From an optimization exercise on the open Yosys and OpenROAD flow, aimed at small area and a short achievable clock period; shortcuts taken in it are not production practice.
Only simulation tests tie the RTL to the original design; equivalence was not proved.
No activity file was given, so power comes from the tool's default toggle rates.

## old
Design Execution, start of the top module:
module Execution(
    input wire clk,
    input wire rst,
    input wire [6:0] opcode,
    input wire [4:0] dstin,
    input wire [31:0] src1,
    input wire [31:0] src2,
    input wire [9:0] offsetlo,
    output reg [31:0] result,
    output wire [6:0] memOp,
    output reg [9:0] MemAddr,
    input wire enable,
    output wire Nop21
    );
Size in the first run: about 1900 cells after synthesis, ~140 flip-flops, about 140 I/O pins, ~0.016 mm² of cells after synthesis.
clock: 9.0 ns
lec_check: 0
cap_margin: 20
core_margin: 2
core_utilization: 40
slew_margin: 20
run.sh (not shown) runs the stock make flow with config.mk's settings and CLKGATE_MAP_FILE= SYNTH_SCRIPT=/design/flow/synth_recipe.tcl, a recipe that flattens the netlist after the stock synthesis.
#### Input delta (new over old)
Settings: SETUP_SLACK_MARGIN: unset -> 4.5.
==> summary.txt <==
In terms of power of the sequential group, new and old differ only marginally.
Between old and new, met1 usage increased.
new: full flow OK, the timing, DRC and antenna checks passed
Routed wire in new totals more than in old.
Delta (new minus old): slew at the pin with the worst max-slew slack has decreased, logic gate share of total power moved down, fraction of area in multi-input gates went down by 0.87 points.
new: global-route usage 0.22 points above old
Hold slack ended up 67 ps higher on new than on old.
Sequential share of layout area down 0.60 points in new wrt old
The run showing the smaller total leakage power is old.

========
Execution, a different RTL version from the one above (not shown whole).
Size in the first run: ~1300 cells after synthesis, ~13000 µm² of cells after synthesis.
## Execution
module Execution(
    input wire clk,
    input wire rst,
    input wire [6:0] opcode,
    input wire [4:0] dstin,
    input wire [31:0] src1,
    input wire [31:0] src2,
    input wire [9:0] offsetlo,
    output reg [31:0] result,
    output wire [6:0] memOp,
    output reg [9:0] MemAddr,
    input wire enable,
    output wire Nop21
    );
    reg doneMult;       
    reg multing;        
    reg [2:0] phase;    
    reg [31:0] ma;      
    reg [23:0] mb;      
    reg [3:0] bone, btwo, neg;   
    reg bprev;          
    reg [7:0] cs8;      
    reg cy;             
    reg [1:0] mop;      
    wire isMul = (opcode == 7'h02);
    assign Nop21 = ~doneMult & isMul;
    assign memOp = {5'b00100, mop};
    wire isLS = (opcode[6:2] == 5'b00100);
    wire first = (phase == 3'd1);
    wire [23:0] cs = {ma[31:24] & {8{~first}}, mb[7:0] & {8{~first}}, cs8};
    wire [31:0] pp0, pp1, pp2, pp3;
    wire [32:0] ma0 = {ma, 1'b0};
    genvar k, i;
    generate for (k = 0; k < 4; k = k + 1) begin : g_booth
        wire [31:0] row;
        for (i = 0; i < 32; i = i + 1) begin : g_bit
            if (i < 2*k) begin : g_z
                assign row[i] = 1'b0;
            end else begin : g_s
                assign row[i] = ((bone[k] & ma0[i-2*k+1]) | (btwo[k] & ma0[i-2*k])) ^ neg[k];
            end
        end
        if (k == 0) begin : g_r0 assign pp0 = row; end
        if (k == 1) begin : g_r1 assign pp1 = row; end
        if (k == 2) begin : g_r2 assign pp2 = row; end
        if (k == 3) begin : g_r3 assign pp3 = row; end
    end endgenerate
    wire t1, t2;
    assign {t2, t1} = cs[0] + result[0] + neg[0];
    wire t3, t4;
  ...
clock: 9.0 ns
lec_check: 0
cap_margin: 20
core_margin: 2
core_utilization: 60
cts_buf_list: sky130_fd_sc_hd__clkbuf_4 sky130_fd_sc_hd__clkbuf_8
cts_cluster_diameter: 100
cts_cluster_size: 30
setup_slack_margin: 4.5
slew_margin: 20
standard.sh (not shown) runs the stock make flow with config.mk's settings and CLKGATE_MAP_FILE= SYNTH_SCRIPT=/design/flow/synth_recipe.tcl, a recipe that flattens the netlist after the stock synthesis.
==> flow/flow/run.sh <==
#!/bin/bash
# The standard layout with two changes:
#  - plain buffers (buf_1) on the ports instead of the delay cells that
#    buffer_ports picks by default (timing repair resizes them);
#  - after the standard synthesis, the gates driving Nop21 are rewritten as a
#    two-level gate by nop21.py (same function; registers untouched).
set -euo pipefail
export BUFFER_PORTS_ARGS="-buffer_cell sky130_fd_sc_hd__buf_1"
R="$PWD/orfs/results/${FLOW_PLATFORM}/Execution/base"
bash standard.sh synth > standard_synth.log 2>&1
python3 flow/nop21.py "$R/1_2_yosys.v" > nop21.log 2>&1
rm -f "$R/1_synth.odb" "$R/1_synth.sdc"
bash standard.sh > standard_flow.log 2>&1
Other scripts of this flow, unchanged in this note and not shown: flow/flow/nop21.py
The starting point completed without violations.
Next try:
Settings changed: CTS_CLUSTER_DIAMETER 100 to not set, CTS_CLUSTER_SIZE 30 to not set, SETUP_SLACK_MARGIN 4.5 to 4.6.
Result: Via count stays flat. Register-to-register slack is better by 0.06 ns. Wire length grows by 0.40%. Die area does not change. Utilization rose by 0.61 points. Total power increases by 2.9%.
Next try:
Settings changed: SETUP_SLACK_MARGIN 4.6 to 4.8.
Worst setup slack gets better by 0.092 ns.
Wire length grows by 1.7%.
Sequential cell count is unchanged.
Die area does not change.
Total power went up by about 2.7%.
Cell area rises by 2.4%.
Combinational power increases by about 4%.
Utilization increases by 1.6 points.
Sequential share of layout area shrinks by 0.63 points.
First-iteration DRC count goes up by about 4%.
Via count stays flat.
Next try:
Settings changed: SETUP_SLACK_MARGIN 4.8 to 4.5.
Effect: Sequential power hardly moves. Clock skew barely changes. Via count is about the same.

========
Execution, a different RTL version from the one above (not shown whole).
Size in the first run: roughly 1400 cells after synthesis, roughly 140 flip-flops, ~140 I/O pins, roughly 0.013 mm^2 of cells after synthesis.
clock: 9.0 ns
lec_check: 0
cap_margin: 20
core_margin: 2
core_utilization: 40
setup_slack_margin: 4.5
slew_margin: 20
run.sh (not shown) runs the stock make flow with config.mk's settings and CLKGATE_MAP_FILE= SYNTH_SCRIPT=/design/flow/synth_recipe.tcl, a recipe that flattens the netlist after the stock synthesis.
Stock flow here: none of the scripts above is used.
Next try:
==> flow/flow/run.sh (new file) <==
#!/bin/bash
# The standard layout, with plain buffers (buf_1) on the ports instead of
# the delay cells buffer_ports picks by default. Timing repair resizes them.
set -euo pipefail
export BUFFER_PORTS_ARGS="-buffer_cell sky130_fd_sc_hd__buf_1"
bash standard.sh > standard_flow.log 2>&1
==> flow/standard.sh (new file) <==
#!/bin/bash
# synth_recipe.tcl (not shown) runs the flow's synth.tcl, then flattens the netlist and writes it again
# the make line also repeats each setting of config.mk as NAME=value (left out here)
make -C /OpenROAD-flow-scripts/flow DESIGN_CONFIG=/design/flow/config.mk WORK_HOME=/design/flow/orfs CLKGATE_MAP_FILE= SYNTH_SCRIPT=/design/flow/synth_recipe.tcl "${@:-finish}"
removed: flow/run.sh
Worst hold slack gets better by 0.023 ns.
Fmax is about the same.
Sequential share of layout area goes up by 1.5 points.
Sequential power is about the same.
Routed wire length goes up by 0.52%.

[separate check: timing with driven ports]
In the flow no input, the clock included, has a driving cell. The finished layouts below were timed again as built, in two steps.
Step 1, drivers: a clkbuf_16 drives clk and a buf_2 each remaining input, both assumed.
Step 2, shift: input delay + t, output delay - t, t = (earliest + latest rising clock arrival at the registers) / 2. This alone moves slack from input paths to output paths.
Three values: no drivers, after step 1, after step 2; two values: the first two.
run	t, ns	setup WS [ns]	worst setup path after step 2	worst register clock-pin slew, ns	pins driven straight from the clock port
old	0.495	2.882 / 2.862 / 2.862	input to output	0.08 / 0.08	1
new	0.487	4.240 / 4.209 / 4.143	input to register	0.07 / 0.07	1
the first run of note 2	0.499	4.616 / 4.595 / 4.274	input to register	0.09 / 0.09	1
the second run of note 2	0.502	4.665 / 4.643 / 4.294	input to register	0.09 / 0.09	1
the third run of note 2	0.490	4.757 / 4.718 / 4.421	input to register	0.08 / 0.08	1
the fourth run of note 2	0.499	4.616 / 4.595 / 4.274	input to register	0.09 / 0.09	1
the first run of note 3	0.484	4.283 / 4.251 / 4.113	input to register	0.08 / 0.08	1
the second run of note 3	0.475	4.273 / 4.253 / 4.154	input to register	0.07 / 0.07	1
After both steps setup and hold are still met in every run listed. The setup slack of the second run of note 2, which loses most, moves by -0.022 ns with the drivers and by -0.371 ns with both steps.
